What follows belongs to an exercise in optimizing a design on an open flow for small area and a short achievable clock period; a production flow would make more cautious choices.
At most, simulation tests tie the RTL to the original design; equivalence was not proved.
The RTL of runs 1 to 3, 5 and 6 was laid out without a check of its function.

==> flow/design.v (outline; a module is shown in full before it is edited, if it fits) <==
// module mul_pipe: 93 lines
// module unpack: 11 lines
// module expcmp: 12 lines
// module pairsum: 15 lines
// module normpack: 23 lines
// module mul_lo: 580 lines
// module mul_hi: 1076 lines
// module add_sk33: 169 lines
// module add_sk48: 263 lines
// module add_sk51: 279 lines
module mul_pipe(clk, reset, X1, X2, X3, X4, Y1, Y2, Y3, Y4, ans);
  // ...
==> flow/flow/run.sh <==
#!/bin/bash
# Standard ORFS layout with one extra step between synthesis and floorplan:
# flow/polopt.py removes the inverters that Yosys' full-adder extraction leaves
# between adder cells (full adders are self-dual), without changing the logic
# function or any register. Everything else is the standard flow.
set -euo pipefail
R=orfs/results/${FLOW_PLATFORM}/mul_pipe/base
bash standard.sh synth > synth.log 2>&1
cp $R/1_2_yosys.v yosys_netlist.v
python3 flow/polopt.py yosys_netlist.v polopt_netlist.v > polopt.log 2>&1
cp polopt_netlist.v $R/1_2_yosys.v
touch $R/1_2_yosys.v
rm -f $R/1_synth.odb
bash standard.sh > layout.log 2>&1
==> flow/flow/polopt.py <==
#!/usr/bin/env python3
"""Inverter clean-up for a Yosys gate netlist (sky130hd).

Full adders are self-dual: FA(~a,~b,~c) = (~sum, ~cout). Yosys' full-adder
extraction leaves many inverters between adder cells. This pass chooses, for
every fa cell, whether it computes in true or complemented polarity, so that
as few inverted nets as possible are needed, then rewires every pin that was
fed from an inverter chain and rebuilds one inverter per net whose
complement is still needed. The logic function of the netlist is unchanged.

usage: polopt.py IN.v OUT.v
"""
import re
import sys
from collections import defaultdict

INV_RE = re.compile(r'^sky130_fd_sc_hd__(inv|clkinv)_\d+$')
A_INV = 3.7536
AREA = {'and2_1': 6.256, 'nand2_1': 3.7536, 'and3_1': 6.256, 'nand3_1': 5.0048,
        'or2_1': 6.256, 'nor2_1': 3.7536, 'xor2_1': 8.7584, 'xnor2_1': 8.7584}
SWAP = {'and2_1': ('nand2_1', 'X', 'Y'), 'nand2_1': ('and2_1', 'Y', 'X'),
        'and3_1': ('nand3_1', 'X', 'Y'), 'nand3_1': ('and3_1', 'Y', 'X'),
        'or2_1': ('nor2_1', 'X', 'Y'), 'nor2_1': ('or2_1', 'Y', 'X'),
        'xor2_1': ('xnor2_1', 'X', 'Y'), 'xnor2_1': ('xor2_1', 'Y', 'X')}
OUT_PINS = {'X', 'Y', 'Q', 'Q_N', 'SUM', 'COUT', 'HI', 'LO'}
CELL_RE = re.compile(r'^  (sky130_fd_sc_hd__\w+) (\\\S+ |\S+) \($')
PIN_RE = re.compile(r'^    \.(\w+)\((.*)\),?$')


def parse(path):
    lines = open(path).read().split('\n')
    head, cells, tail = [], [], []
    i = 0
    while i < len(lines) and not CELL_RE.match(lines[i]):
        head.append(lines[i])
        i += 1
    while i < len(lines):
        m = CELL_RE.match(lines[i])
        if not m:
            break
        typ, name = m.group(1), m.group(2)
        pins = []
        i += 1
        while lines[i] != '  );':
            pm = PIN_RE.match(lines[i])
            assert pm, lines[i]
            pins.append([pm.group(1), pm.group(2)])
            i += 1
        i += 1
        cells.append({'type': typ, 'name': name, 'pins': pins})
    tail = lines[i:]
    # anything else (assign statements) must not appear between cells
    assert all(not l.strip().startswith('sky130') for l in tail)
    return head, cells, tail


def main(inp, outp):
    head, cells, tail = parse(inp)
    for l in tail:
        assert 'assign' not in l, l
    driver = {}          # net -> (cell index, pin)
    for ci, c in enumerate(cells):
        for p, n in c['pins']:
            if p in OUT_PINS:
                driver[n] = (ci, p)
    is_inv = [bool(INV_RE.match(c['type'])) for c in cells]
    is_fa = [c['type'].startswith('sky130_fd_sc_hd__fa_') for c in cells]

    def base_of(net):
        par = 0
        seen = 0
        while net in driver and is_inv[driver[net][0]]:
            c = cells[driver[net][0]]
            net = dict(c['pins'])['A']
            par ^= 1
            seen += 1
            assert seen < 100
        return net, par

    # consumers: every input pin of every non-inverter cell, plus output ports
    # (ports are handled by keeping nets: a port net driven by an inverter keeps it)
    port_nets = set()
    for l in head:
        m = re.match(r'^  output (?:\[(\d+):(\d+)\] )?(\S+);$', l)
        if m:
            if m.group(1):
                for k in range(int(m.group(2)), int(m.group(1)) + 1):
                    port_nets.add(f"{m.group(3)}[{k}]")
            else:
                port_nets.add(m.group(3))

    cons = []            # (cell index, pin index, base net, parity)
    for ci, c in enumerate(cells):
        if is_inv[ci]:
            continue
        for pi, (p, n) in enumerate(c['pins']):
            if p in OUT_PINS or p == 'CLK':
                continue
            b, par = base_of(n)
            cons.append((ci, pi, b, par))

    # inverters that drive ports must stay as they are (port name is the net)
    keep_inv = set()
    for n in port_nets:
        if n in driver and is_inv[driver[n][0]]:
            # keep whole chain
            net = n
            while net in driver and is_inv[driver[net][0]]:
                keep_inv.add(driver[net][0])
                net = dict(cells[driver[net][0]]['pins'])['A']

    keep_bases = set()
    for ci in keep_inv:
        keep_bases.add(dict(cells[ci]['pins'])['A'])
    flip = [0] * len(cells)
    # per base net: list of (consumer cell, parity)
    by_base = defaultdict(list)
    for (ci, pi, b, par) in cons:
        by_base[b].append((ci, par))

    def drv_flip(b):
        d = driver.get(b)
        return flip[d[0]] if d and is_fa[d[0]] else 0

    def swappable(b):
        d = driver.get(b)
        return d is not None and cells[d[0]]['type'][17:] in SWAP and b not in port_nets \
            and b not in keep_bases

    def wants(b):
        f = drv_flip(b)
        return set(par ^ (flip[ci] if is_fa[ci] else 0) ^ f for (ci, par) in by_base[b])

    def need_inv(b):
        w = wants(b)
        if 1 not in w:
            return 0.0
        if swappable(b) and 0 not in w:
            t = cells[driver[b][0]]['type'][17:]
            return min(A_INV, AREA[SWAP[t][0]] - AREA[t])
        return A_INV

    def need_true(b):
        f = drv_flip(b)
        for (ci, par) in by_base[b]:
            want = par ^ (flip[ci] if is_fa[ci] else 0) ^ f
            if not want:
                return 1
        return 0

    # nets touching each fa
    fa_nets = {}
    for ci, c in enumerate(cells):
        if is_fa[ci]:
            s = set()
            for p, n in c['pins']:
                if p in OUT_PINS:
                    s.add(n)
                else:
                    s.add(base_of(n)[0])
            fa_nets[ci] = s

    def local_cost(ci):
        return sum(need_inv(b) for b in fa_nets[ci])

    before = sum(need_inv(b) for b in by_base)
    # exact parity propagation over fa->fa edges (BFS), then greedy clean-up
    adj = defaultdict(list)
    for (ci, pi, b, par) in cons:
        if is_fa[ci]:
            d = driver.get(b)
            if d and is_fa[d[0]]:
                adj[ci].append((d[0], par))
                adj[d[0]].append((ci, par))
    seen = set()
    for root in fa_nets:
        if root in seen:
            continue
        comp = [root]
        seen.add(root)
        flip[root] = 0
        q = [root]
        while q:
            u = q.pop()
            for v, e in adj[u]:
                if v not in seen:
                    seen.add(v)
                    flip[v] = flip[u] ^ e
                    comp.append(v)
                    q.append(v)
        # choose the better global polarity of the component
        nets = set()
        for u in comp:
            nets |= fa_nets[u]
        c0 = sum(need_inv(b) for b in nets)
        for u in comp:
            flip[u] ^= 1
        c1 = sum(need_inv(b) for b in nets)
        if c0 <= c1:
            for u in comp:
                flip[u] ^= 1
    improved = True
    rounds = 0
    while improved and rounds < 50:
        improved = False
        rounds += 1
        for ci in fa_nets:
            c0 = local_cost(ci)
            flip[ci] ^= 1
            c1 = local_cost(ci)
            if c1 < c0 - 1e-9:
                improved = True
            else:
                flip[ci] ^= 1
    after = sum(need_inv(b) for b in by_base)
    nflip = sum(flip)

    # rewire
    inv_net = {}
    new_cells = []
    k = 0

    def inv_of(b):
        nonlocal k
        if b not in inv_net:
            k += 1
            nn = f"\\polinv_{k} "
            inv_net[b] = nn
            new_cells.append({'type': 'sky130_fd_sc_hd__inv_1', 'name': f"\\polinv_c{k} ",
                              'pins': [['A', b], ['Y', nn]]})
        return inv_net[b]

    swapped = set()
    for b in list(by_base):
        if swappable(b) and wants(b) == {1} and need_inv(b) < A_INV:
            ci = driver[b][0]
            t = cells[ci]['type'][17:]
            nt, op, np_ = SWAP[t]
            cells[ci]['type'] = 'sky130_fd_sc_hd__' + nt
            for pp in cells[ci]['pins']:
                if pp[0] == op:
                    pp[0] = np_
            swapped.add(b)
    for (ci, pi, b, par) in cons:
        want = par ^ (flip[ci] if is_fa[ci] else 0) ^ drv_flip(b)
        if b in swapped:
            want ^= 1
        cells[ci]['pins'][pi][1] = inv_of(b) if want else b
    # a flipped fa computes complemented outputs: nets keep their names and now
    # carry the complement, which the rewiring above already accounts for.
    # Port nets driven by flipped fa outputs need the true value back.
    for ci in fa_nets:
        if flip[ci]:
            for p, n in cells[ci]['pins']:
                if p in OUT_PINS and n in port_nets:
                    raise SystemExit(f"flipped fa drives port {n}")
    # drop inverters no longer used (all except kept chains)
    out_cells = [c for ci, c in enumerate(cells) if not is_inv[ci] or ci in keep_inv]
    # inverters kept for ports read their chain input: if that base is a flipped fa
    # output, make it read the true value
    for ci in keep_inv:
        c = cells[ci]
        a = dict(c['pins'])['A']
        if not (a in driver and is_inv[driver[a][0]]):
            if drv_flip(a):
                raise SystemExit("port inverter fed by flipped fa")
    out_cells += new_cells
    declared = set()
    decl = []
    for nn in inv_net.values():
        decl.append(f"  wire {nn};")
    # strip the old endmodule region: head holds declarations, tail holds endmodule
    with open(outp, 'w') as f:
        f.write('\n'.join(head) + '\n')
        f.write('\n'.join(decl) + '\n')
        for c in out_cells:
            f.write(f"  {c['type']} {c['name']} (\n")
            f.write(',\n'.join(f"    .{p}({n})" for p, n in c['pins']) + '\n')
            f.write("  );\n")
        f.write('\n'.join(tail) + '\n')
    ninv_before = sum(is_inv)
    ninv_after = len(new_cells) + len(keep_inv)
    sys.stderr.write(f"polopt: fa {len(fa_nets)}, flipped {nflip}, polarity cost {before:.0f} -> {after:.0f} um2, "
                     f"inverter cells {ninv_before} -> {ninv_after}, swapped gates {len(swapped)}\n")


if __name__ == '__main__':
    main(sys.argv[1], sys.argv[2])
==> flow/standard.sh <==
#!/bin/bash
# synth_recipe.tcl (not shown) runs the flow's synth.tcl, then flattens the netlist and writes it again
# the make line also repeats each setting of config.mk as NAME=value (left out here)
make -C /OpenROAD-flow-scripts/flow DESIGN_CONFIG=/design/flow/config.mk WORK_HOME=/design/flow/orfs CLKGATE_MAP_FILE= SYNTH_SCRIPT=/design/flow/synth_recipe.tcl "${@:-finish}"
==> flow/config.mk <==
export PLATFORM = sky130hd
export DESIGN_NAME = mul_pipe
export DESIGN_NICKNAME = mul_pipe
export VERILOG_FILES = /design/flow/design.v
export SDC_FILE = /design/flow/constraint.sdc
export NUM_CORES = 4
export LEC_CHECK = 0
export CAP_MARGIN = 20
export CORE_MARGIN = 2
export CORE_UTILIZATION = 55
export PLACE_DENSITY = 0.7
export SETUP_SLACK_MARGIN = 3.7
export SLEW_MARGIN = 20
==> flow/constraint.sdc <==
create_clock -name core_clock -period 11.0 [get_ports {clk}]
set_input_delay 2.2000 -clock core_clock [delete_from_list [all_inputs] [get_ports {clk}]]
set_output_delay 2.2000 -clock core_clock [all_outputs]
set_load 0.01 [all_outputs]
==> metrics.md, run 1 <==
| Metric | Value |
|---|---|
| Synthesized area | 0.111 mm² |
| Worst-path clk slew | 0.06 ns |
| Top cell category | multi-input gates |
| CTS sink cnt | 716 |
| Final hold violations | 0 |
| Setup-failing EPs final | 0 |
| Worst setup path endpoint | ans[9] |
| Fraction of area in multi-input gates | 0.738 |
| Drt wl/cell | 25.2 µm |
| I/O pins | 290 |
| Vias in the first global route | 95600 |
| FP Rows | 165 |
| DP Area | 0.117 mm² |
| Final Cell Area | 0.127 mm² |
| Chip width | 454 µm |
| Seq_cells | 716 |
| CP max-delay cell | or4_4 |
| Period utilization | 0.692 |
| I/O Buffers | 289 |
| Initial core utilization | 0.552 |
| Drc violations | 0 |
| Crit path launch type | register |
| Post-Layout Cell Count | 14900 |
| Worst Hold Class | reg -> reg |
| Critical Path AT | 5.41 ns |
| Non-CTS buffers | 783 |
| DP HPWL | 284 mm |
| Wl on met1 | 144 mm |
| GRT busiest layer | met2 |
| Run status | no timing/DRC/antenna violations |
| Start of the worst register-to-register path | sh2_34[0]$_SDFF_PP1_ |
| Tap Count | 2672 |
| Hold WS | 0.324 ns |
| RR Endpoint | q3_34[45]$_DFF_P_ |
| Inst Count DP | 14400 |
| Post-Syn Nets | 15000 |
==> module unpack, before the edit <==
module unpack(f32, X, Y, s, e, a, b);
	input f32;
	input [31:0] X, Y;
	output s;
	output [7:0] e;
	output [23:0] a, b;
	assign s = f32 ? X[31] ^ Y[31] : X[15] ^ Y[15];
	assign e = f32 ? X[30:23] + Y[30:23] - 8'd127 : {3'b0, X[14:10]} + {3'b0, Y[14:10]} - 8'd15;
	assign a = f32 ? {1'b1, X[22:0]} : {13'b0, 1'b1, X[9:0]};
	assign b = f32 ? {1'b1, Y[22:0]} : {13'b0, 1'b1, Y[9:0]};
endmodule
==> inputs of run 2 (changes only) <==
--- a/flow/design.v
+++ b/flow/design.v
@@ -98,7 +98,9 @@
 	output [7:0] e;
 	output [23:0] a, b;
 	assign s = f32 ? X[31] ^ Y[31] : X[15] ^ Y[15];
-	assign e = f32 ? X[30:23] + Y[30:23] - 8'd127 : {3'b0, X[14:10]} + {3'b0, Y[14:10]} - 8'd15;
+	wire [7:0] xe = f32 ? X[30:23] : {3'b0, X[14:10]};
+	wire [7:0] ye = f32 ? Y[30:23] : {3'b0, Y[14:10]};
+	assign e = xe + ye + (f32 ? 8'h81 : 8'hf1);	 
 	assign a = f32 ? {1'b1, X[22:0]} : {13'b0, 1'b1, X[9:0]};
 	assign b = f32 ? {1'b1, Y[22:0]} : {13'b0, 1'b1, Y[9:0]};
 endmodule
==> run 2 against run 1 <==
Net effect: synthesized area decreased by 0.56%; worst hold slack worse by 0.0061 ns; clock skew fell by 0.029 ns; fmax down 7.4%; via count decreased by 1.4%; count of clock-buffer cells in the layout down 9; global-route usage down 0.73 points; critical path depth grew 3; worst setup slack lost 0.61 ns; register-to-register slack got worse by 0.02 ns.
==> metrics.md, run 2 <==
| Metric | Value |
|---|---|
| Critical path capture point type | output pin |
| Max_slew headroom | 0.281 |
| Final hold violations | 0 (unchanged) |
| Chip width | 453 µm (-0.28%) |
| Critical path data required time | 8.80 ns |
| FP Rows | 164 (-0.61%) |
| Root buffer cell | clkbuf_16 |
| CTS tree | done |
| Core Area | 0.200 mm² |
| CTS buffer count | 85 |
| Setup_tns | 0 ns |
| I/O Buffers | 289 (unchanged) |
| I/O pins | 290 (unchanged) |
| Nets | 15100 |
| Area growth syn-to-layout | 12.7% |
| Share of cells above drive strength 1 | 0.124 |
| Slew @ Worst Pin | 1.07 ns |
| Remaining antenna violation count | 0 |
| Crit-path cells | nor2_1 -> a2111o_1 -> or3_4 -> o211a_4 -> a21oi_4 -> buf_6 -> buf_6 -> a221o_1 -> a2bb2oi_1 -> o211ai_1 -> mux2_2 -> a221oi_4 -> ha_2 -> inv_2 -> nor3b_4 -> nand2_2 -> buf_6 -> nor4_4 -> buf_4 -> a31oi_1 -> nor3_1 -> buf_2 |
| Run status | no timing/DRC/antenna violations |
| Clk latency of the worst-skew pair | 0.75 ns |
| Pin count of the biggest net entering global routing | 93 |
| First-pass GRT wire length | 556 mm |
| First-pass detailed-route iteration total | 9 |
| Dpl ws | 1.68 ns |
| RSZ-0062 raised after global routing | true |
| Drt wl/cell | 24.6 µm (-2.5%) |
| Tmin final | 8.22 ns |
| Period utilization | 0.748 (+0.0553) |
| Grt ovf | 0 |
| Worst Hold Class | reg -> reg |
| Critical Path AT | 6.02 ns (+0.61 ns) |
| Most frequent cells in the layout | nand2_1 (2350), fa_1 (1845), inv_1 (940) |
| Synthesized area | 0.111 mm² (-0.56%) |
| Commonest non-fill, non-tap cell in the layout | nand2_1 |
| GRT Total Usage | 0.351 |
| Setup-failing EPs final | 0 (unchanged) |
| Most used cell, CP | buf_6 |
| Drc violations | 0 (unchanged) |
| CTS sink cnt | 716 (unchanged) |
| Worst Path Max Fanout | 10 |
| Final Skew | 0.0392 ns |
| Syn_area_per_cell | 9.30 µm² |
| Vias in the first global route | 95300 (-0.30%) |
| Slew Limit Fails | 0 |
| Final setup margin | 2.78 ns |
| Worst setup path class | reg -> out |
| GP Congestion | 1.02 |
| Yosys warning count | 2 |
| Initial core utilization | 0.554 (+0.00141) |
| Initial antenna violation count | 21 |
| Die area | 0.205 mm² |
| Post-CTS Hold Buffers | 0 |
| CP top delay family | compound AO/OA/AOI/OAI gates |
| Final WL | 364 mm |
| Biggest regs | mag4 x50, q3_12 x50, q3_34 x50 |
| Number of buffers and inverters on the critical path | 6 |
| Post-Syn Nets | 14900 (-0.49%) |
| MaxCap Viol Count | 0 |
| Via count | 91200 |
| Crit path launch type | register |
| Vias per cell | 6.16 |
| Highest clock rate | 122 MHz |
| DRT iter0 DRCs | 9204 |
| Htree depth | 3 |
| CP max-delay cell | a2111o_1 |
| Cells after synthesis | 11900 |
| Worst-path clk slew | 0.06 ns (about the same) |
| Slowest stage delay, CP | 0.43 ns |
| Clock Tree Buf Depth | 3 |
| Die height | 453 µm |
| DP HPWL | 276 mm (-2.8%) |
-- run 2: area by class of cell --
class	count	area, µm²
timing repair buffer	733	7890
sequential	716	14600
multi-input combinational	9581	92400
timing repair inverter	1	7.51
antenna	18	45.0
inverter	953	3600
clock buffer	98	2290
fill	16500	75200
clock inverter	58	746
tap	2656	3320
-- run 2: stage by stage --
stage	hold WS, ns	utilization	cells	instance area (µm²)
floorplan	0.310	-	11900	111000
global placement	0.312	0.581	14400	116000
detailed placement	0.312	0.581	14400	116000
CTS	0.320	0.613	14700	123000
global route	0.321	0.624	14800	125000
finish	0.318	0.624	14800	125000
-- run 2: what timing repair did --
item,4_1_cts,5_1_grt
gates cloned,16,21
setup buffers,175,76
gates resized for setup,684,390
endpoints found under the setup margin,193,158
pin swaps,84,113
-- run 2: worst paths after layout --
check	startpoint	to	slack (ns)	cells after the start
setup / recovery	mag4[28]$_DFF_P_	ans[18]	2.78	22
hold / removal	e3[5]$_DFF_P_	e4[5]$_DFF_PP0_	0.32	0
setup reg to reg	gt3$_DFF_P_	mag4[49]$_DFF_P_	3.88	23
hold reg to reg	e3[5]$_DFF_P_	e4[5]$_DFF_PP0_	0.32	0
max in group asynchronous	reset	e4[7]$_DFF_PP0_	8.93	2
min in group asynchronous	reset	e4[2]$_DFF_PP0_	1.77	2
-- run 2: metal layers --
layer	track usage	wire [µm]	share of wire
met3	0.0926	40500	0.11
met1	0.464	142000	0.39
met5	0	13	0.000036
met4	0.156	19400	0.053
met2	0.541	162000	0.45
==> inputs of run 3 (changes only) <==
--- a/flow/config.mk
+++ b/flow/config.mk
@@ -8,6 +8,7 @@
 export CAP_MARGIN = 20
 export CORE_MARGIN = 2
 export CORE_UTILIZATION = 55
+export CTS_BUF_LIST = sky130_fd_sc_hd__clkbuf_8
 export PLACE_DENSITY = 0.7
 export SETUP_SLACK_MARGIN = 3.7
 export SLEW_MARGIN = 20
==> run 3 against run 2 <==
Net effect: register-to-register slack barely moved; worst hold slack better by 0.0020 ns; synthesized area unchanged; routed wire length shrank 0.71%; critical path depth is 1 lower; critical endpoint unchanged; highest routed layer unchanged.
==> metrics.md, run 3 <==
| Metric | Value |
|---|---|
| I/O pins | 290 (unchanged) |
| Htree depth | 4 (+1) |
| FP Rows | 164 (unchanged) |
| GRT Total Usage | 0.349 (-0.00168) |
| Synthesized area | 0.111 mm² (unchanged) |
| Yosys warning count | 2 (unchanged) |
| Finished Core Util | 0.620 (-0.00464) |
| Initial antenna violation count | 22 (+4.8%) |
| Hold WS | 0.320 ns (+0.00202 ns) |
| Critical path data required time | 8.80 ns (about the same) |
| CTS buffer count | 132 (+55%) |
| Final Skew | 0.0557 ns (+0.0165 ns) |
| Commonest non-fill, non-tap cell in the layout | nand2_1 |
| Clk latency of the worst-skew pair | 0.93 ns (+0.18 ns) |
| Grt ovf | 0 (unchanged) |
| First-pass detailed-route iteration total | 9 (unchanged) |
| Via count | 91100 (-0.18%) |
| Die height | 453 µm (unchanged) |
| Drc violations | 0 (unchanged) |
| Post-Syn Nets | 14900 (unchanged) |
| DP HPWL | 276 mm (unchanged) |
| Final WL | 361 mm (-0.71%) |
| Worst Path Max Fanout | 6 (-4) |
| Critical path capture point type | output pin |
| Worst-path clk slew | 0.07 ns (about the same) |
| Period utilization | 0.751 (+0.00318) |
| Final hold violations | 0 (unchanged) |
| Worst setup path class | reg -> out |
| Slew Limit Fails | 0 (unchanged) |
| Highest clock rate | 121 MHz (-0.42%) |
| Cells after synthesis | 11900 (unchanged) |
| Crit path launch type | register |
| Setup_tns | 0 ns (unchanged) |
| CTS sink cnt | 716 (unchanged) |
| Setup-failing EPs final | 0 (unchanged) |
| Most frequent cells in the layout | nand2_1 (2351), fa_1 (1854), inv_1 (968) |
| Drt wl/cell | 24.3 µm (-0.92%) |
| First-pass GRT wire length | 553 mm (-0.52%) |
| RSZ-0062 raised after global routing | true |
| Area growth syn-to-layout | 11.9% |
| CTS tree | done |
| MaxCap Viol Count | 0 (unchanged) |
| Slew @ Worst Pin | 1.09 ns (+0.0227 ns) |
| Biggest regs | mag4 x50, q3_12 x50, q3_34 x50 |
| Vias in the first global route | 95200 (-0.10%) |
| Nets | 15100 (+0.060%) |
| Chip width | 453 µm (unchanged) |
| Critical Path AT | 6.06 ns (+0.04 ns) |
| Root buffer cell | clkbuf_8 |
| Clock Tree Buf Depth | 3 (unchanged) |
| Vias per cell | 6.13 (-0.40%) |
| I/O Buffers | 289 (unchanged) |
| Pin count of the biggest net entering global routing | 93 (unchanged) |
| Initial core utilization | 0.554 (unchanged) |
| Tmin final | 8.26 ns (+0.0349 ns) |
| Max_slew headroom | 0.258 (-0.0231) |
| Remaining antenna violation count | 0 (unchanged) |
| Syn_area_per_cell | 9.30 µm² (unchanged) |
| DRT iter0 DRCs | 9145 (-0.64%) |
| Worst Hold Class | reg -> reg |
| Share of cells above drive strength 1 | 0.123 (-0.00106) |
| GP Congestion | 1.02 (unchanged) |
| Core Area | 0.200 mm² (unchanged) |
| Run status | no timing/DRC/antenna violations |
| Die area | 0.205 mm² (unchanged) |
==> run 3: cell type report <==
cell class / instances / area (µm²)
clock inverters: 74 / 711
inverters: 953 / 3610
clock buffers: 152 / 2090
repair buffers: 697 / 7280
repair inverters: 1 / 7.51
flip-flops and latches: 716 / 14600
multi-input cells: 9579 / 92300
fillers: 16600 / 76100
well taps: 2656 / 3320
diodes: 18 / 45.0
==> run 3: timing repair <==
item                       in CTS  in global routing
gates cloned                    9                 22
setup endpoints to repair     181                150
buffers inserted              146                 74
hold buffers                    0                  0
resized for setup             539                439
pin swaps                      88                103
==> run 3: worst paths after layout <==
kind	start	endpoint	slack, ns	depth (start not counted)
max	mag4[25]$_DFF_P_	ans[18]	2.74	21
min	sh2_p[0]$_SDFF_PP1_	sh3[0]$_DFF_P_	0.32	0
max reg2reg	b1_4[7]$_SDFF_PP0_	p2_4[47]$_DFF_P_	3.88	24
min reg2reg	sh2_p[0]$_SDFF_PP1_	sh3[0]$_DFF_P_	0.32	0
max in group asynchronous	reset	e4[7]$_DFF_PP0_	9.09	2
min in group asynchronous	reset	e4[0]$_DFF_PP0_	1.60	2
==> run 3: through the flow <==
step	std cells	cell area (µm²)	setup slack (ns)
floorplan	11900	111000	3.44
global placement	14400	116000	1.83
detailed placement	14400	116000	1.68
CTS	14700	122000	2.95
global route	14800	124000	2.55
finish	14800	124000	2.74
==> run 3: worst max-delay path: stages (launching register included) <==
cell and delay (ns):
dfxtp_4 0.34, or2_0 0.19, a2111o_1 0.37, or3_4 0.40, o211a_4 0.27, a21oi_4 0.22
buf_4 0.15, buf_6 0.10, a221o_1 0.24, a2bb2oi_1 0.20, o211ai_1 0.27, mux2_2 0.39
a221oi_4 0.29, ha_2 0.22, inv_2 0.05, nor3b_4 0.24, nand2_2 0.10, buf_6 0.15
nor4_4 0.39, a31oi_1 0.15, nor3_1 0.25, buf_2 0.18
==> run 3: routing by layer <==
metal / GRT usage / part of all wire / wire [µm]
met5: 0 / 0.000036 / 13
met4: 0.157 / 0.051 / 18400
met3: 0.0957 / 0.11 / 41000
met2: 0.537 / 0.45 / 162000
met1: 0.460 / 0.39 / 140000
==> module mul_pipe, before the edit <==
module mul_pipe(clk, reset, X1, X2, X3, X4, Y1, Y2, Y3, Y4, ans);
	input clk, reset;
	input [31:0] X1, Y1, X2, Y2, X3, Y3, X4, Y4;
	output [31:0] ans;
	wire f32 = |X1[31:16];
	wire        s0_1, s0_2, s0_3, s0_4;
	wire [7:0]  e0_1, e0_2, e0_3, e0_4;
	wire [23:0] a0_1, a0_2, a0_3, a0_4, b0_1, b0_2, b0_3, b0_4;
	unpack u1(f32, X1, Y1, s0_1, e0_1, a0_1, b0_1);
	unpack u2(f32, X2, Y2, s0_2, e0_2, a0_2, b0_2);
	unpack u3(f32, X3, Y3, s0_3, e0_3, a0_3, b0_3);
	unpack u4(f32, X4, Y4, s0_4, e0_4, a0_4, b0_4);
	wire [32:0] l0_1;
	mul_lo ml1(a0_1, b0_1[8:0], l0_1);
	wire [32:0] l0_2;
	mul_lo ml2(a0_2, b0_2[8:0], l0_2);
	wire [32:0] l0_3;
	mul_lo ml3(a0_3, b0_3[8:0], l0_3);
	wire [32:0] l0_4;
	mul_lo ml4(a0_4, b0_4[8:0], l0_4);
	reg        s1_1, s1_2, s1_3, s1_4;
	reg [7:0]  e1_1, e1_2, e1_3, e1_4;
	reg [23:0] a1_1, a1_2, a1_3, a1_4;
	reg [14:0] b1_1, b1_2, b1_3, b1_4;
	reg [32:0] l1_1, l1_2, l1_3, l1_4;
	always @(posedge clk) begin
		s1_1 <= s0_1; s1_2 <= s0_2; s1_3 <= s0_3; s1_4 <= s0_4;
		e1_1 <= e0_1; e1_2 <= e0_2; e1_3 <= e0_3; e1_4 <= e0_4;
		a1_1 <= a0_1; a1_2 <= a0_2; a1_3 <= a0_3; a1_4 <= a0_4;
		b1_1 <= b0_1[23:9]; b1_2 <= b0_2[23:9]; b1_3 <= b0_3[23:9]; b1_4 <= b0_4[23:9];
		l1_1 <= l0_1; l1_2 <= l0_2; l1_3 <= l0_3; l1_4 <= l0_4;
	end
	wire [47:0] p1;
	mul_hi mh1(a1_1, b1_1, l1_1, p1);
	wire [47:0] p2;
	mul_hi mh2(a1_2, b1_2, l1_2, p2);
	wire [47:0] p3;
	mul_hi mh3(a1_3, b1_3, l1_3, p3);
	wire [47:0] p4;
	mul_hi mh4(a1_4, b1_4, l1_4, p4);
	wire       gt12, gt34, gtp;
	wire [5:0] sh12, sh34, shp;
	wire [7:0] m12, m34, mp;
	expcmp c12(e1_1, e1_2, gt12, sh12, m12);
	expcmp c34(e1_3, e1_4, gt34, sh34, m34);
	expcmp cp(m12, m34, gtp, shp, mp);
	reg [47:0] p2_1, p2_2, p2_3, p2_4;
	reg        s2_1, s2_2, s2_3, s2_4;
	reg        gt2_12, gt2_34, gt2_p;
	reg [5:0]  sh2_12, sh2_34, sh2_p;
	reg [7:0]  e2;
	always @(posedge clk) begin
		p2_1 <= p1; p2_2 <= p2; p2_3 <= p3; p2_4 <= p4;
		s2_1 <= s1_1; s2_2 <= s1_2; s2_3 <= s1_3; s2_4 <= s1_4;
		gt2_12 <= gt12; gt2_34 <= gt34; gt2_p <= gtp;
		sh2_12 <= sh12; sh2_34 <= sh34; sh2_p <= shp;
		e2 <= mp;
	end
	wire [49:0] q12, q34;
	pairsum ps12(gt2_12, sh2_12, s2_1, s2_2, p2_1, p2_2, q12);
	pairsum ps34(gt2_34, sh2_34, s2_3, s2_4, p2_3, p2_4, q34);
	reg [49:0] q3_12, q3_34;
	reg        gt3;
	reg [5:0]  sh3;
	reg [7:0]  e3;
	always @(posedge clk) begin
		q3_12 <= q12; q3_34 <= q34;
		gt3 <= gt2_p; sh3 <= sh2_p; e3 <= e2;
	end
	wire signed [49:0] big   = gt3 ? q3_12 : q3_34;
	wire signed [49:0] sml = gt3 ? q3_34 : q3_12;
	wire signed [49:0] sml_sh = sml >>> sh3;
	wire [50:0] x = {big[49], big};
	wire [50:0] y = {sml_sh[49], sml_sh};
	wire [50:0] tot, totm1;
	add_sk51 at(x, y, tot);
	add_sk51 am(~(x ^ y), {x[49:0] | y[49:0], 1'b0}, totm1);
	wire        sgn = tot[50];
	wire [49:0] mag = sgn ? ~totm1[49:0] : tot[49:0];
	reg        sgn4;
	reg [7:0]  e4;
	reg [49:0] mag4;
	always @(posedge clk or posedge reset) begin
		if (reset) begin
			sgn4 <= 1'b0; e4 <= 8'd0;
		end else begin
			sgn4 <= sgn; e4 <= e3;
		end
	end
	always @(posedge clk)
		mag4 <= mag;
	normpack np(sgn4, e4, mag4, ans);
endmodule
==> inputs of run 4 (changes only) <==
--- a/flow/design.v
+++ b/flow/design.v
@@ -82,13 +82,11 @@
 	reg [49:0] mag4;
 	always @(posedge clk or posedge reset) begin
 		if (reset) begin
-			sgn4 <= 1'b0; e4 <= 8'd0;
+			sgn4 <= 1'b0; e4 <= 8'd0; mag4 <= 50'd0;
 		end else begin
-			sgn4 <= sgn; e4 <= e3;
+			sgn4 <= sgn; e4 <= e3; mag4 <= mag;
 		end
 	end
-	always @(posedge clk)
-		mag4 <= mag;
 	normpack np(sgn4, e4, mag4, ans);
 endmodule
 module unpack(f32, X, Y, s, e, a, b);
@@ -98,9 +96,7 @@
 	output [7:0] e;
 	output [23:0] a, b;
 	assign s = f32 ? X[31] ^ Y[31] : X[15] ^ Y[15];
-	wire [7:0] xe = f32 ? X[30:23] : {3'b0, X[14:10]};
-	wire [7:0] ye = f32 ? Y[30:23] : {3'b0, Y[14:10]};
-	assign e = xe + ye + (f32 ? 8'h81 : 8'hf1);	 
+	assign e = f32 ? X[30:23] + Y[30:23] - 8'd127 : {3'b0, X[14:10]} + {3'b0, Y[14:10]} - 8'd15;
 	assign a = f32 ? {1'b1, X[22:0]} : {13'b0, 1'b1, X[9:0]};
 	assign b = f32 ? {1'b1, Y[22:0]} : {13'b0, 1'b1, Y[9:0]};
 endmodule
--- a/flow/config.mk
+++ b/flow/config.mk
@@ -8,7 +8,6 @@
 export CAP_MARGIN = 20
 export CORE_MARGIN = 2
 export CORE_UTILIZATION = 55
-export CTS_BUF_LIST = sky130_fd_sc_hd__clkbuf_8
 export PLACE_DENSITY = 0.7
-export SETUP_SLACK_MARGIN = 3.7
+export SETUP_SLACK_MARGIN = 3.5
 export SLEW_MARGIN = 20
==> run 4 against run 3 <==
Net effect: worst hold slack better by 0.0062 ns; routed wire length increased by 0.88%; global-route usage decreased by 0.069 points; via count increased by 0.24%; flip-flop and latch count did not move; largest cell class unchanged; sequential share of layout area is essentially flat; non-clock buffer count increased by 19; synthesized area up 0.79%.
==> metrics.md, run 4 <==
| Metric | Value |
|---|---|
| Run status | no timing/DRC/antenna violations |
| Crit-path cells | clkdlybuf4s15_1 -> and2_1 -> fa_1 -> fa_1 -> ha_1 -> ha_1 -> ha_1 -> ha_1 -> fa_1 -> ha_4 -> a21oi_1 -> nand2_1 -> a21oi_1 -> o21ai_1 -> a21oi_2 -> o31ai_2 -> o311a_1 -> a31o_4 -> o211a_1 -> o21a_1 -> o21a_1 -> o41a_1 -> a21oi_2 -> o21bai_1 |
| Final Skew | 0.0547 ns (-0.000956 ns) |
| Worst-path clk slew | 0.06 ns (about the same) |
| Vias in the first global route | 94800 (-0.42%) |
| Most used cell, CP | ha_1 |
| Clock Tree Buf Depth | 3 (unchanged) |
| Setup_tns | 0 ns (unchanged) |
| CTS sink cnt | 716 (unchanged) |
| Worst setup path class | in -> reg |
| Period utilization | 0.695 (-0.0557) |
| Drc violations | 0 (unchanged) |
| CP max-delay cell | fa_1 |
| Post-Syn Nets | 15000 (+0.50%) |
| Post-Layout Cell Count | 14900 (+0.081%) |
| Root buffer cell | clkbuf_16 |
| Via count | 91300 (+0.24%) |
| Critical Path AT | 8.25 ns (+2.19 ns) |
| Cells after synthesis | 12000 (+0.39%) |
| First-pass detailed-route iteration total | 6 (-3) |
| Crit path launch type | input pin |
| Chip width | 455 µm (+0.39%) |
| Finished Core Util | 0.622 (+0.00245) |
| Vias per cell | 6.14 (+0.16%) |
| Max_slew headroom | 0.210 (-0.0480) |
| Yosys warning count | 2 (unchanged) |
| Drt wl/cell | 24.5 µm (+0.80%) |
| Most frequent cells in the layout | nand2_1 (2285), fa_1 (1864), inv_1 (946) |
| Grt ovf | 0 (unchanged) |
| Fillers | 16700 (+0.46%) |
| Slew Limit Fails | 0 (unchanged) |
| Highest clock rate | 131 MHz (+8.0%) |
| GP Congestion | 0.996 (-2.2%) |
| Inst Count DP | 14400 (+0.52%) |
| RSZ-0062 raised after global routing | true |
| Tmin final | 7.65 ns (-0.612 ns) |
| First-pass GRT wire length | 553 mm (about the same) |
| Clk latency of the worst-skew pair | 0.75 ns (-0.18 ns) |
| Worst Path Max Fanout | 10 (+4) |
| Synthesized area | 0.112 mm² (+0.79%) |
| Final WL | 365 mm (+0.88%) |
| I/O Buffers | 289 (unchanged) |
| Critical path capture point type | register |
| Die area | 0.207 mm² (+0.78%) |
| Die height | 455 µm (+0.39%) |
| Htree depth | 3 (-1) |
| Critical path data required time | 11.60 ns (+2.80 ns) |
| CTS tree | done |
| Pin count of the biggest net entering global routing | 90 (-3.2%) |
| FP Rows | 165 (+0.61%) |
| DRT iter0 DRCs | 8638 (-5.5%) |
| Slowest stage delay, CP | 0.54 ns (+0.14 ns) |
| CTS buffer count | 84 (-36%) |
| DP HPWL | 279 mm (+0.98%) |
| MaxCap Viol Count | 0 (unchanged) |
| Area growth syn-to-layout | 12.5% |
| I/O pins | 290 (unchanged) |
| Slew @ Worst Pin | 1.18 ns (+0.0869 ns) |
| Syn_area_per_cell | 9.34 µm² (+0.40%) |
| Commonest non-fill, non-tap cell in the layout | nand2_1 |
| Share of cells above drive strength 1 | 0.120 (-0.00290) |
| Final hold violations | 0 (unchanged) |
| Setup-failing EPs final | 0 (unchanged) |
| Post-CTS Hold Buffers | 0 (unchanged) |
| Worst Hold Class | reg -> reg |
| Remaining antenna violation count | 0 (unchanged) |
| Nets | 15100 (+0.35%) |
| Initial antenna violation count | 20 (-9.1%) |
| Initial core utilization | 0.553 (-0.000732) |
| GRT Total Usage | 0.348 (-0.000687) |
| Biggest regs | mag4 x50, q3_12 x50, q3_34 x50 |
| Core Area | 0.202 mm² (+0.92%) |
==> run 4: timing repair <==
item | 4_1_cts | 5_1_grt
pin swaps | 95 | 156
gates cloned | 31 | 12
buffers inserted | 118 | 105
gates resized for setup | 613 | 403
endpoints found under the setup margin | 163 | 134
==> run 4: final cells by class <==
type / count / area [µm²] / share of cell area
Sequential cell: 716 / 14800 / 0.118
Multi-Input combinational cell: 9626 / 93100 / 0.742
Timing Repair inverter: 1 / 7.51 / 0.0000598
Timing Repair Buffer: 716 / 7670 / 0.0611
Antenna cell: 11 / 27.5 / 0.000219
Inverter: 960 / 3620 / 0.0288
Clock buffer: 100 / 2260 / 0.0180
Clock inverter: 56 / 744 / 0.00593
Tap cell: 2672 / 3340 / 0.0266
==> run 4: stage by stage <==
step	area, µm²	hold WS, ns	setup slack [ns]
after floorplan	112000	0.310	3.27
after global placement	117000	0.310	1.30
after detailed placement	117000	0.312	1.09
after CTS	123000	0.326	3.37
after global routing	126000	0.329	3.20
final	126000	0.326	3.35
==> run 4: path summary, 6_finish.rpt <==
path	from	to	slack, ns	depth (start not counted)
min in group asynchronous	reset	mag4[38]$_DFF_PP0_	2.02	3
max	X3[2]	l1_3[32]$_DFF_P_	3.35	24
max in group asynchronous	reset	mag4[0]$_DFF_PP0_	8.38	3
max reg2reg	gt3$_DFF_P_	mag4[49]$_DFF_PP0_	3.75	23
min reg2reg	s1_2$_DFF_P_	s2_2$_DFF_P_	0.33	0
min	s1_2$_DFF_P_	s2_2$_DFF_P_	0.33	0
==> run 4: worst max-delay path, delay by kind of cell <==
kind / cells / cell delay [ns]
AND/OR/NAND/NOR: 2 / 0.39
adder cells (fa/ha/maj): 8 / 2.48
AO/OA/AOI/OAI: 13 / 2.71
buffers and inverters: 1 / 0.45
==> run 4: routing by layer <==
metal | global-route usage | up-vias | share of wire
met5 | 0.00280 | - | 0.00036
met4 | 0.146 | 10 | 0.048
met3 | 0.0947 | 1008 | 0.11
met2 | 0.534 | 5264 | 0.44
met1 | 0.466 | 45400 | 0.39
li1 | - | 39600 | -
==> module normpack, before the edit <==
module normpack(sgn, e, mag, ans);
	input sgn;
	input [7:0] e;
	input [49:0] mag;
	output [31:0] ans;
	reg [5:0] lzc;
	integer i;
	always @(*) begin
		lzc = 6'd50;
		for (i = 0; i < 50; i = i + 1)
			if (mag[i]) lzc = 6'd49 - i;
	end
	wire [49:0] norm = mag << lzc;
	wire [48:0] bl = norm[48:0];	 
	wire zero = ~|mag;
	wire flag = |mag[49:24];
	wire [7:0] eo = zero ? e + 8'd30 : flag ? e + 8'd3 - {2'b0, lzc} : e + 8'd29 - {2'b0, lzc};
	wire f2 = flag & (|bl[48:26]);
	wire [22:0] m23 = bl[48:26] + (bl[25] & (bl[24] | (|bl[23:2]) | bl[26]));
	wire [20:0] w = flag ? bl[22:2] : bl[48:28];
	wire [9:0] m10 = w[20:11] + (w[10] & (w[9] | (|w[8:0]) | w[11]));
	assign ans = f2 ? {sgn, eo, m23} : {16'b0, sgn, eo[4:0], m10};
endmodule
==> inputs of run 5 (changes only) <==
--- a/flow/design.v
+++ b/flow/design.v
@@ -82,11 +82,13 @@
 	reg [49:0] mag4;
 	always @(posedge clk or posedge reset) begin
 		if (reset) begin
-			sgn4 <= 1'b0; e4 <= 8'd0; mag4 <= 50'd0;
+			sgn4 <= 1'b0; e4 <= 8'd0;
 		end else begin
-			sgn4 <= sgn; e4 <= e3; mag4 <= mag;
+			sgn4 <= sgn; e4 <= e3;
 		end
 	end
+	always @(posedge clk)
+		mag4 <= mag;
 	normpack np(sgn4, e4, mag4, ans);
 endmodule
 module unpack(f32, X, Y, s, e, a, b);
@@ -96,7 +98,9 @@
 	output [7:0] e;
 	output [23:0] a, b;
 	assign s = f32 ? X[31] ^ Y[31] : X[15] ^ Y[15];
-	assign e = f32 ? X[30:23] + Y[30:23] - 8'd127 : {3'b0, X[14:10]} + {3'b0, Y[14:10]} - 8'd15;
+	wire [7:0] xe = f32 ? X[30:23] : {3'b0, X[14:10]};
+	wire [7:0] ye = f32 ? Y[30:23] : {3'b0, Y[14:10]};
+	assign e = xe + ye + (f32 ? 8'h81 : 8'hf1);	 
 	assign a = f32 ? {1'b1, X[22:0]} : {13'b0, 1'b1, X[9:0]};
 	assign b = f32 ? {1'b1, Y[22:0]} : {13'b0, 1'b1, Y[9:0]};
 endmodule
@@ -143,11 +147,28 @@
 	wire [48:0] bl = norm[48:0];	 
 	wire zero = ~|mag;
 	wire flag = |mag[49:24];
-	wire [7:0] eo = zero ? e + 8'd30 : flag ? e + 8'd3 - {2'b0, lzc} : e + 8'd29 - {2'b0, lzc};
+	wire [7:0] ebase = flag ? e + 8'd3 : e + 8'd29;
+	wire [7:0] ez = e + 8'd30;
+	wire [7:0] eo = zero ? ez : ebase - {2'b0, lzc};
 	wire f2 = flag & (|bl[48:26]);
-	wire [22:0] m23 = bl[48:26] + (bl[25] & (bl[24] | (|bl[23:2]) | bl[26]));
+	wire [22:0] x23 = bl[48:26];
+	wire r23 = bl[25] & (bl[24] | (|bl[23:2]) | bl[26]);
+	wire [22:0] a23;
+	assign a23[0] = 1'b1;
+	genvar k;
+	generate for (k = 1; k < 23; k = k + 1) begin : g23
+		assign a23[k] = &x23[k-1:0];
+	end endgenerate
+	wire [22:0] m23 = x23 ^ (a23 & {23{r23}});
 	wire [20:0] w = flag ? bl[22:2] : bl[48:28];
-	wire [9:0] m10 = w[20:11] + (w[10] & (w[9] | (|w[8:0]) | w[11]));
+	wire [9:0] x10 = w[20:11];
+	wire r10 = w[10] & (w[9] | (|w[8:0]) | w[11]);
+	wire [9:0] a10;
+	assign a10[0] = 1'b1;
+	generate for (k = 1; k < 10; k = k + 1) begin : g10
+		assign a10[k] = &x10[k-1:0];
+	end endgenerate
+	wire [9:0] m10 = x10 ^ (a10 & {10{r10}});
 	assign ans = f2 ? {sgn, eo, m23} : {16'b0, sgn, eo[4:0], m10};
 endmodule
 module mul_lo(a, b, p);
--- a/flow/flow/polopt.py
+++ b/flow/flow/polopt.py
@@ -65,6 +65,9 @@
                 driver[n] = (ci, p)
     is_inv = [bool(INV_RE.match(c['type'])) for c in cells]
     is_fa = [c['type'].startswith('sky130_fd_sc_hd__fa_') for c in cells]
+    # half adders can take either input polarity: ha(~a,~b) = (xor2(a,b), nor2(a,b)),
+    # ha(~a,b) = (xnor2(a,b), nor2b(a,b))
+    is_ha = [c['type'] == 'sky130_fd_sc_hd__ha_1' for c in cells]
 
     def base_of(net):
         par = 0
@@ -129,7 +132,8 @@
 
     def wants(b):
         f = drv_flip(b)
-        return set(par ^ (flip[ci] if is_fa[ci] else 0) ^ f for (ci, par) in by_base[b])
+        return set(par ^ (flip[ci] if is_fa[ci] else 0) ^ f for (ci, par) in by_base[b]
+                   if not is_ha[ci])
 
     def need_inv(b):
         w = wants(b)
@@ -241,11 +245,47 @@
                 if pp[0] == op:
                     pp[0] = np_
             swapped.add(b)
+    ha_want = defaultdict(dict)
     for (ci, pi, b, par) in cons:
         want = par ^ (flip[ci] if is_fa[ci] else 0) ^ drv_flip(b)
         if b in swapped:
             want ^= 1
+        if is_ha[ci]:
+            ha_want[ci][cells[ci]['pins'][pi][0]] = (b, want)
+            continue
         cells[ci]['pins'][pi][1] = inv_of(b) if want else b
+    ha_cells = []
+    nha = [0, 0, 0]
+    drop = set()
+    for ci, w in ha_want.items():
+        (ba, wa), (bb, wb) = w['A'], w['B']
+        pins = dict(cells[ci]['pins'])
+        s, co = pins['SUM'], pins['COUT']
+        nm = cells[ci]['name'].strip().lstrip('\\')
+        if wa == 0 and wb == 0:
+            cells[ci]['pins'] = [['A', ba], ['B', bb], ['COUT', co], ['SUM', s]]
+            nha[0] += 1
+        elif wa and wb:
+            drop.add(ci)
+            ha_cells.append({'type': 'sky130_fd_sc_hd__xor2_1', 'name': f"\\polx_{nm} ",
+                             'pins': [['A', ba], ['B', bb], ['X', s]]})
+            ha_cells.append({'type': 'sky130_fd_sc_hd__nor2_1', 'name': f"\\poln_{nm} ",
+                             'pins': [['A', ba], ['B', bb], ['Y', co]]})
+            nha[1] += 1
+        else:
+            bi, bt = (ba, bb) if wa else (bb, ba)     # inverted-want input, true-want input
+            if bi in inv_net:
+                ia = inv_net[bi]
+                cells[ci]['pins'] = [['A', ia if wa else ba], ['B', ia if wb else bb],
+                                     ['COUT', co], ['SUM', s]]
+                nha[0] += 1
+            else:
+                drop.add(ci)
+                ha_cells.append({'type': 'sky130_fd_sc_hd__xnor2_1', 'name': f"\\polx_{nm} ",
+                                 'pins': [['A', bi], ['B', bt], ['Y', s]]})
+                ha_cells.append({'type': 'sky130_fd_sc_hd__nor2b_1', 'name': f"\\poln_{nm} ",
+                                 'pins': [['A', bi], ['B_N', bt], ['Y', co]]})
+                nha[2] += 1
     # a flipped fa computes complemented outputs: nets keep their names and now
     # carry the complement, which the rewiring above already accounts for.
     # Port nets driven by flipped fa outputs need the true value back.
@@ -255,7 +295,9 @@
                 if p in OUT_PINS and n in port_nets:
                     raise SystemExit(f"flipped fa drives port {n}")
     # drop inverters no longer used (all except kept chains)
-    out_cells = [c for ci, c in enumerate(cells) if not is_inv[ci] or ci in keep_inv]
+    out_cells = [c for ci, c in enumerate(cells)
+                 if (not is_inv[ci] or ci in keep_inv) and ci not in drop]
+    out_cells += ha_cells
     # inverters kept for ports read their chain input: if that base is a flipped fa
     # output, make it read the true value
     for ci in keep_inv:
@@ -281,7 +323,8 @@
     ninv_before = sum(is_inv)
     ninv_after = len(new_cells) + len(keep_inv)
     sys.stderr.write(f"polopt: fa {len(fa_nets)}, flipped {nflip}, polarity cost {before:.0f} -> {after:.0f} um2, "
-                     f"inverter cells {ninv_before} -> {ninv_after}, swapped gates {len(swapped)}\n")
+                     f"inverter cells {ninv_before} -> {ninv_after}, swapped gates {len(swapped)}, "
+                     f"half adders kept/xor-nor/xnor-nor2b {nha}\n")
 
 
 if __name__ == '__main__':
--- a/flow/config.mk
+++ b/flow/config.mk
@@ -8,6 +8,7 @@
 export CAP_MARGIN = 20
 export CORE_MARGIN = 2
 export CORE_UTILIZATION = 55
+export CTS_BUF_LIST = sky130_fd_sc_hd__clkbuf_8
 export PLACE_DENSITY = 0.7
-export SETUP_SLACK_MARGIN = 3.5
+export SETUP_SLACK_MARGIN = 3.7
 export SLEW_MARGIN = 20
==> run 5 against run 4 <==
Net effect: via count up 0.54%; core utilization up 0.32 points; worst hold slack worse by 0.035 ns; flip-flop and latch count unchanged; critical path depth down 2; worst setup slack worse by 0.45 ns; global-route usage up 1.4 points; still clean on timing, DRC and antenna; fmax down 5.5%.
==> metrics.md, run 5 <==
| Metric | Value |
|---|---|
| Drt wl/cell | 25.4 µm (+3.6%) |
| Drc violations | 0 (unchanged) |
| RSZ-0062 raised after global routing | true |
| Share of cells above drive strength 1 | 0.135 (+0.0154) |
| Grt ovf | 0 (unchanged) |
| Die area | 0.201 mm² (-2.6%) |
| Final Cell Area | 0.123 mm² (-2.0%) |
| Initial core utilization | 0.552 (-0.000807) |
| Core Area | 0.197 mm² (-2.5%) |
| Vias per cell | 6.24 (+1.6%) |
| Clock Tree Buf Depth | 3 (unchanged) |
| Syn_area_per_cell | 9.26 µm² (-0.87%) |
| Nets | 14500 (-4.1%) |
| Run status | no timing/DRC/antenna violations |
| DP Area | 0.114 mm² (-2.6%) |
| Pin count of the biggest net entering global routing | 85 (-5.6%) |
| Worst Path Max Fanout | 9 (-1) |
| Clk latency of the worst-skew pair | 0.94 ns (+0.19 ns) |
| Via count | 91800 (+0.54%) |
| Setup-failing EPs final | 0 (unchanged) |
| Htree depth | 4 (+1) |
| Initial antenna violation count | 49 (+150%) |
| First-pass GRT wire length | 562 mm (+1.6%) |
| Most frequent cells in the layout | nand2_1 (2350), fa_1 (1829), nor2_1 (830) |
| Setup_tns | 0 ns (unchanged) |
| Start of the worst register-to-register path | b1_1[14]$_DFF_P_ |
| Post-Syn Nets | 14300 (-4.5%) |
| Synthesized area | 0.109 mm² (-2.7%) |
| FF-to-FF path depth | 21 (-8.7%) |
| First-pass detailed-route iteration total | 11 (+5) |
| Die height | 449 µm (-1.3%) |
| Commonest non-fill, non-tap cell in the layout | nand2_1 |
| Period utilization | 0.736 (+0.0406) |
| Slew Limit Fails | 0 (unchanged) |
| RR Endpoint | p2_2[47]$_DFF_P_ |
| Yosys warning count | 2 (unchanged) |
| Final hold violations | 0 (unchanged) |
| Crit path launch type | register |
| Slew @ Worst Pin | 1.15 ns (-0.0253 ns) |
| Slowest stage delay, CP | 0.73 ns (+0.19 ns) |
| Worst setup path class | reg -> out |
| Cells after synthesis | 11700 (-1.8%) |
| Final Skew | 0.0969 ns (+0.0422 ns) |
| GRT Total Usage | 0.362 (+0.0142) |
| WHS Endpoint | sh3[2]$_DFF_P_ |
| Critical path data required time | 8.80 ns (-2.80 ns) |
| Max_slew headroom | 0.230 (+0.0201) |
| CP max-delay cell | dfxtp_1 |
| Worst-path clk slew | 0.05 ns (about the same) |
| Worst Hold Depth | 0 (unchanged) |
| Most used cell, CP | buf_6 |
| I/O pins | 290 (unchanged) |
| CTS tree | done |
| Critical path capture point type | output pin |
| Worst Hold Class | reg -> reg |
| MaxCap Viol Count | 0 (unchanged) |
| Root buffer cell | clkbuf_8 |
| CTS buffer count | 134 (+60%) |
| Register-to-register setup slack | 3.85 ns (+0.10 ns) |
| Highest clock rate | 124 MHz (-5.5%) |
| Area growth syn-to-layout | 13.2% |
| Biggest regs | mag4 x50, q3_12 x50, q3_34 x50 |
| Vias in the first global route | 95100 (+0.33%) |
| FP Rows | 163 (-1.2%) |
| GP Congestion | 0.993 (-0.29%) |
| Remaining antenna violation count | 0 (unchanged) |
| Final WL | 374 mm (+2.5%) |
| DRT iter0 DRCs | 9578 (+11%) |
| DP HPWL | 282 mm (+1.2%) |
| Hold path start | sh2_p[2]$_SDFF_PP1_ |
| Chip width | 449 µm (-1.3%) |
| Tmin final | 8.09 ns (+0.446 ns) |
| Crit-path cells | nor4_1 -> o2111a_2 -> o21a_4 -> nor2_4 -> clkinvlp_4 -> buf_6 -> buf_8 -> mux2i_1 -> mux4_2 -> and2_4 -> a211oi_2 -> a2111oi_2 -> buf_4 -> nand4_4 -> nor3_4 -> a31oi_4 -> clkinvlp_4 -> buf_6 -> buf_4 -> buf_6 -> nor2_2 -> buf_2 |
| I/O Buffers | 289 (unchanged) |
| Critical Path AT | 5.89 ns (-2.36 ns) |
| CTS sink cnt | 716 (unchanged) |
[run 5: how the worst max path moves through the flow]
stage / startpoint / to / slack (ns) / cells after the start
2_1_floorplan: X1[19] / l1_2[32]$_DFF_P_ / 3.30 / 20
3_5_place_dp: X1[31] / l1_1[32]$_DFF_P_ / 1.07 / 21
6_report: mag4[5]$_DFF_P_ / ans[26] / 2.91 / 22
3_3_place_gp: X1[31] / l1_1[32]$_DFF_P_ / 1.09 / 21
5_1_grt: mag4[25]$_DFF_P_ / ans[8] / 2.73 / 21
4_1_cts: mag4[8]$_DFF_P_ / ans[8] / 3.08 / 21
[run 5: critical path, delay by kind of cell, from the launching register on]
family | cells | cell delay, ns
buffers and inverters | 9 | 1.42
AOI/OAI and AO/OA | 5 | 1.23
and+or+nand+nor | 6 | 0.85
muxes | 2 | 0.76
DFF | 1 | 0.73
[run 5: metrics by stage]
stage                     instances  hold WS, ns  setup WS (ns)  utilization
after floorplan               11700        0.310           3.30            -
after global placement        14200        0.312           1.09        0.578
after detailed placement      14200        0.312           1.07        0.578
after CTS                     14600        0.289           3.08        0.611
after global routing          14700        0.305           2.73        0.625
final                         14700        0.292           2.91        0.625
[run 5: final cells by class]
cell class / count / area, µm²
Fill cell: 16300 / 73700
Multi-Input combinational cell: 10000 / 92700
Clock buffer: 155 / 2130
Inverter: 337 / 1300
Sequential cell: 716 / 14700
Timing Repair inverter: 5 / 37.5
Antenna cell: 23 / 57.6
Clock inverter: 82 / 782
Timing Repair Buffer: 735 / 8050
Tap cell: 2640 / 3300
[run 5: per-layer routing]
layer | track usage | vias to the layer above | part of all wire
met5 | 0 | - | 0.00064
met4 | 0.186 | 36 | 0.060
met3 | 0.121 | 1265 | 0.13
met2 | 0.542 | 5870 | 0.43
met1 | 0.468 | 45300 | 0.37
li1 | - | 39400 | -
[run 5: timing repair]
action | CTS | global route
endpoints found under the hold margin | 0 | 0
setup endpoints to repair | 193 | 161
gates cloned | 20 | 27
gates resized for setup | 707 | 478
pin swaps | 142 | 173
hold buffers | 0 | 0
buffers inserted | 165 | 83
==> inputs of run 6 (changes only) <==
--- a/flow/config.mk
+++ b/flow/config.mk
@@ -10,5 +10,5 @@
 export CORE_UTILIZATION = 55
 export CTS_BUF_LIST = sky130_fd_sc_hd__clkbuf_8
 export PLACE_DENSITY = 0.7
-export SETUP_SLACK_MARGIN = 3.7
+export SETUP_SLACK_MARGIN = 3.4
 export SLEW_MARGIN = 20
==> run 6 against run 5 <==
Net effect: worst setup slack improved by 0.17 ns; critical path type unchanged; clock skew shrank 0.026 ns; flip-flop and latch count is the same; global-route usage fell by 0.55 points; synthesized area unchanged; worst hold slack better by 0.016 ns; sequential share of layout area grew 0.057 points.
==> metrics.md, run 6 <==
| Metric | Value |
|---|---|
| Biggest regs | mag4 x50, q3_12 x50, q3_34 x50 |
| Run status | no timing/DRC/antenna violations |
| I/O Buffers | 289 (unchanged) |
| Core Area | 0.197 mm² (unchanged) |
| Worst Hold Class | reg -> reg |
| MaxCap Viol Count | 0 (unchanged) |
| Cells after synthesis | 11700 (unchanged) |
| Crit-path cells | or4_4 -> buf_12 -> a211oi_4 -> buf_4 -> buf_4 -> o21a_4 -> o21ai_0 -> mux4_2 -> nand2_1 -> o21ai_1 -> a211oi_4 -> o211ai_1 -> buf_4 -> o31ai_4 -> buf_4 -> a2111oi_4 -> buf_4 -> xnor2_1 -> mux2i_1 -> buf_2 |
| Die height | 449 µm (unchanged) |
| RR Endpoint | p2_2[45]$_DFF_P_ |
| Setup-failing EPs final | 0 (unchanged) |
| Drt wl/cell | 24.8 µm (-2.3%) |
| FF-to-FF path depth | 22 (+4.8%) |
| RSZ-0062 raised after global routing | true |
| Most frequent cells in the layout | nand2_1 (2354), fa_1 (1862), nor2_1 (841) |
| Critical path data required time | 8.80 ns (about the same) |
| Met3 Use GR | 0.110 (-0.0106) |
| Period utilization | 0.720 (-0.0155) |
| Vias per cell | 6.20 (-0.66%) |
| Max_slew headroom | 0.287 (+0.0571) |
| Clock Tree Buf Depth | 3 (unchanged) |
| Synthesized area | 0.109 mm² (unchanged) |
| Worst Path Max Fanout | 11 (+2) |
| CTS buffer count | 134 (unchanged) |
| Grt ovf | 0 (unchanged) |
| Post-CTS Hold Buffers | 0 (unchanged) |
| Clk latency of the worst-skew pair | 0.93 ns (about the same) |
| Final hold violations | 0 (unchanged) |
| Die area | 0.201 mm² (unchanged) |
| First-pass detailed-route iteration total | 6 (-5) |
| CTS tree | done |
| Met2 Use GR | 0.545 (+0.00241) |
| Slew Limit Fails | 0 (unchanged) |
| Root buffer cell | clkbuf_8 |
| Slew @ Worst Pin | 1.07 ns (-0.0820 ns) |
| Area growth syn-to-layout | 11.3% |
| Chip width | 449 µm (unchanged) |
| Worst setup path class | reg -> out |
| Worst setup path endpoint | ans[4] |
| Setup_tns | 0 ns (unchanged) |
| Slowest stage delay, CP | 0.61 ns (-0.12 ns) |
| GRT busiest layer | met2 |
| Met1 usage | 0.465 (-0.00338) |
| Crit path launch type | register |
| Highest clock rate | 126 MHz (+2.2%) |
| DRT iter0 DRCs | 9162 (-4.3%) |
| Post-Syn Nets | 14300 (unchanged) |
| FP Rows | 163 (unchanged) |
| Syn_area_per_cell | 9.26 µm² (unchanged) |
| Nets | 14400 (-0.62%) |
| CTS sink cnt | 716 (unchanged) |
| Final setup margin | 3.08 ns (+0.170 ns) |
| First-pass GRT wire length | 555 mm (-1.3%) |
| Register-to-register setup slack | 3.68 ns (-0.17 ns) |
| Htree depth | 4 (unchanged) |
| DP HPWL | 277 mm (-1.9%) |
| Remaining antenna violation count | 0 (unchanged) |
| Initial core utilization | 0.552 (unchanged) |
| Post-Layout Cell Count | 14600 (-0.65%) |
| Pin count of the biggest net entering global routing | 85 (unchanged) |
| Inst Count DP | 14200 (+0.014%) |
| Worst-path clk slew | 0.06 ns (about the same) |
| Final Skew | 0.0709 ns (-0.0260 ns) |
| Critical path capture point type | output pin |
| Share of cells above drive strength 1 | 0.114 (-0.0207) |
| Initial antenna violation count | 35 (-29%) |
| I/O pins | 290 (unchanged) |
| CP max-delay cell | mux4_2 |
| Commonest non-fill, non-tap cell in the layout | nand2_1 |
| Most used cell, CP | buf_4 |
| Yosys warning count | 2 (unchanged) |
| GP Congestion | 0.999 (+0.56%) |
| Vias in the first global route | 94500 (-0.68%) |
| Hold WS | 0.308 ns (+0.0159 ns) |
| GRT Total Usage | 0.357 (-0.00554) |
| Final WL | 363 mm (-2.9%) |
| Via count | 90600 (-1.3%) |
| Critical Path AT | 5.72 ns (-0.17 ns) |
| Tmin final | 7.92 ns (-0.170 ns) |
| Drc violations | 0 (unchanged) |
| CP Launch Point | mag4[45]$_DFF_P_ |
| Dpl ws | 1.25 ns (+0.181 ns) |
| Start of the worst register-to-register path | b1_2[13]$_SDFF_PP0_ |
[run 6: timing repair]
item	CTS	global route
resized for setup	457	289
setup buffers	123	54
setup endpoints to repair	154	143
cloned	20	6
pin swaps	109	83
[run 6: worst max-delay path, delay by kind of cell, from the launching register on]
| family | cells | cell delay, ns |
|---|---|---|
| buffers and inverters | 7 | 1.20 |
| AND/OR/NAND/NOR | 2 | 0.58 |
| multiplexers | 2 | 0.81 |
| flip-flops | 1 | 0.42 |
| AO/OA/AOI/OAI | 8 | 1.69 |
| XOR/XNOR | 1 | 0.13 |
[run 6: layout make-up]
type	count	area, µm²
flip-flops and latches	716	14500
multi-input cells	10000	92100
clock buffers	151	2080
repair buffers	647	6630
diodes	10	25.0
repair inverters	3	17.5
well taps	2640	3300
clock inverters	93	1040
inverters	337	1300
fillers	16600	75800
[run 6: per-stage QoR]
stage	area (µm²)	utilization
floorplan	109000	-
global placement	114000	0.578
detailed placement	114000	0.578
CTS	120000	0.607
global route	121000	0.615
finish	121000	0.615
[run 6: how the worst min path moves through the flow]
stage | start | end | slack [ns] | cells past startpoint
after floorplan | e2[0]$_DFF_P_ | e3[0]$_DFF_P_ | 0.31 | 0
after global placement | e2[1]$_DFF_P_ | e3[1]$_DFF_P_ | 0.31 | 0
after detailed placement | gt2_p$_DFF_P_ | gt3$_DFF_P_ | 0.31 | 0
after CTS | l1_3[2]$_DFF_P_ | p2_3[2]$_DFF_P_ | 0.31 | 0
after global routing | e2[2]$_DFF_P_ | e3[2]$_DFF_P_ | 0.33 | 0
final | l1_3[2]$_DFF_P_ | p2_3[2]$_DFF_P_ | 0.31 | 0
[run 6: layer usage]
layer,vias to the layer above,part of all wire
li1,39100,-
met5,-,0.00097
met2,5313,0.44
met4,32,0.054
met3,1080,0.12
met1,45000,0.38

-- what the ideal ports hide --
The results above use ideal ports. As a check the final layouts listed here were re-extracted and re-timed, cells and wires unchanged. Step 1 assumes that a clkbuf_16 drives the clock port and a buf_2 every other input. Step 2 moves the port delays by t, midway between the first and last clock arrival at a register: inputs arrive t later, outputs are due t later. That takes back most of the time a late clock gives input paths. Three values: ideal, step 1, step 2; two values: the first two.
| run | shift t [ns] | setup WS [ns] | worst data-port slew with drivers (ns) |
|---|---|---|---|
| run 1 | 0.840 | 3.385 / 3.283 / 2.639 | 0.15 |
| run 2 | 0.824 | 2.777 / 2.684 / 2.738 | 0.20 |
| run 3 | 0.988 | 2.742 / 2.651 / 2.795 | 0.17 |
| run 4 | 0.804 | 3.355 / 3.298 / 2.588 | 0.11 |
| run 5 | 0.979 | 2.908 / 2.820 / 2.381 | 0.15 |
| run 6 | 0.986 | 3.079 / 2.989 / 2.550 | 0.10 |
After both steps setup and hold are still met in every run listed. For run 4, which loses most, drivers alone change the setup slack by -0.057 ns; drivers and shift together by -0.767 ns.
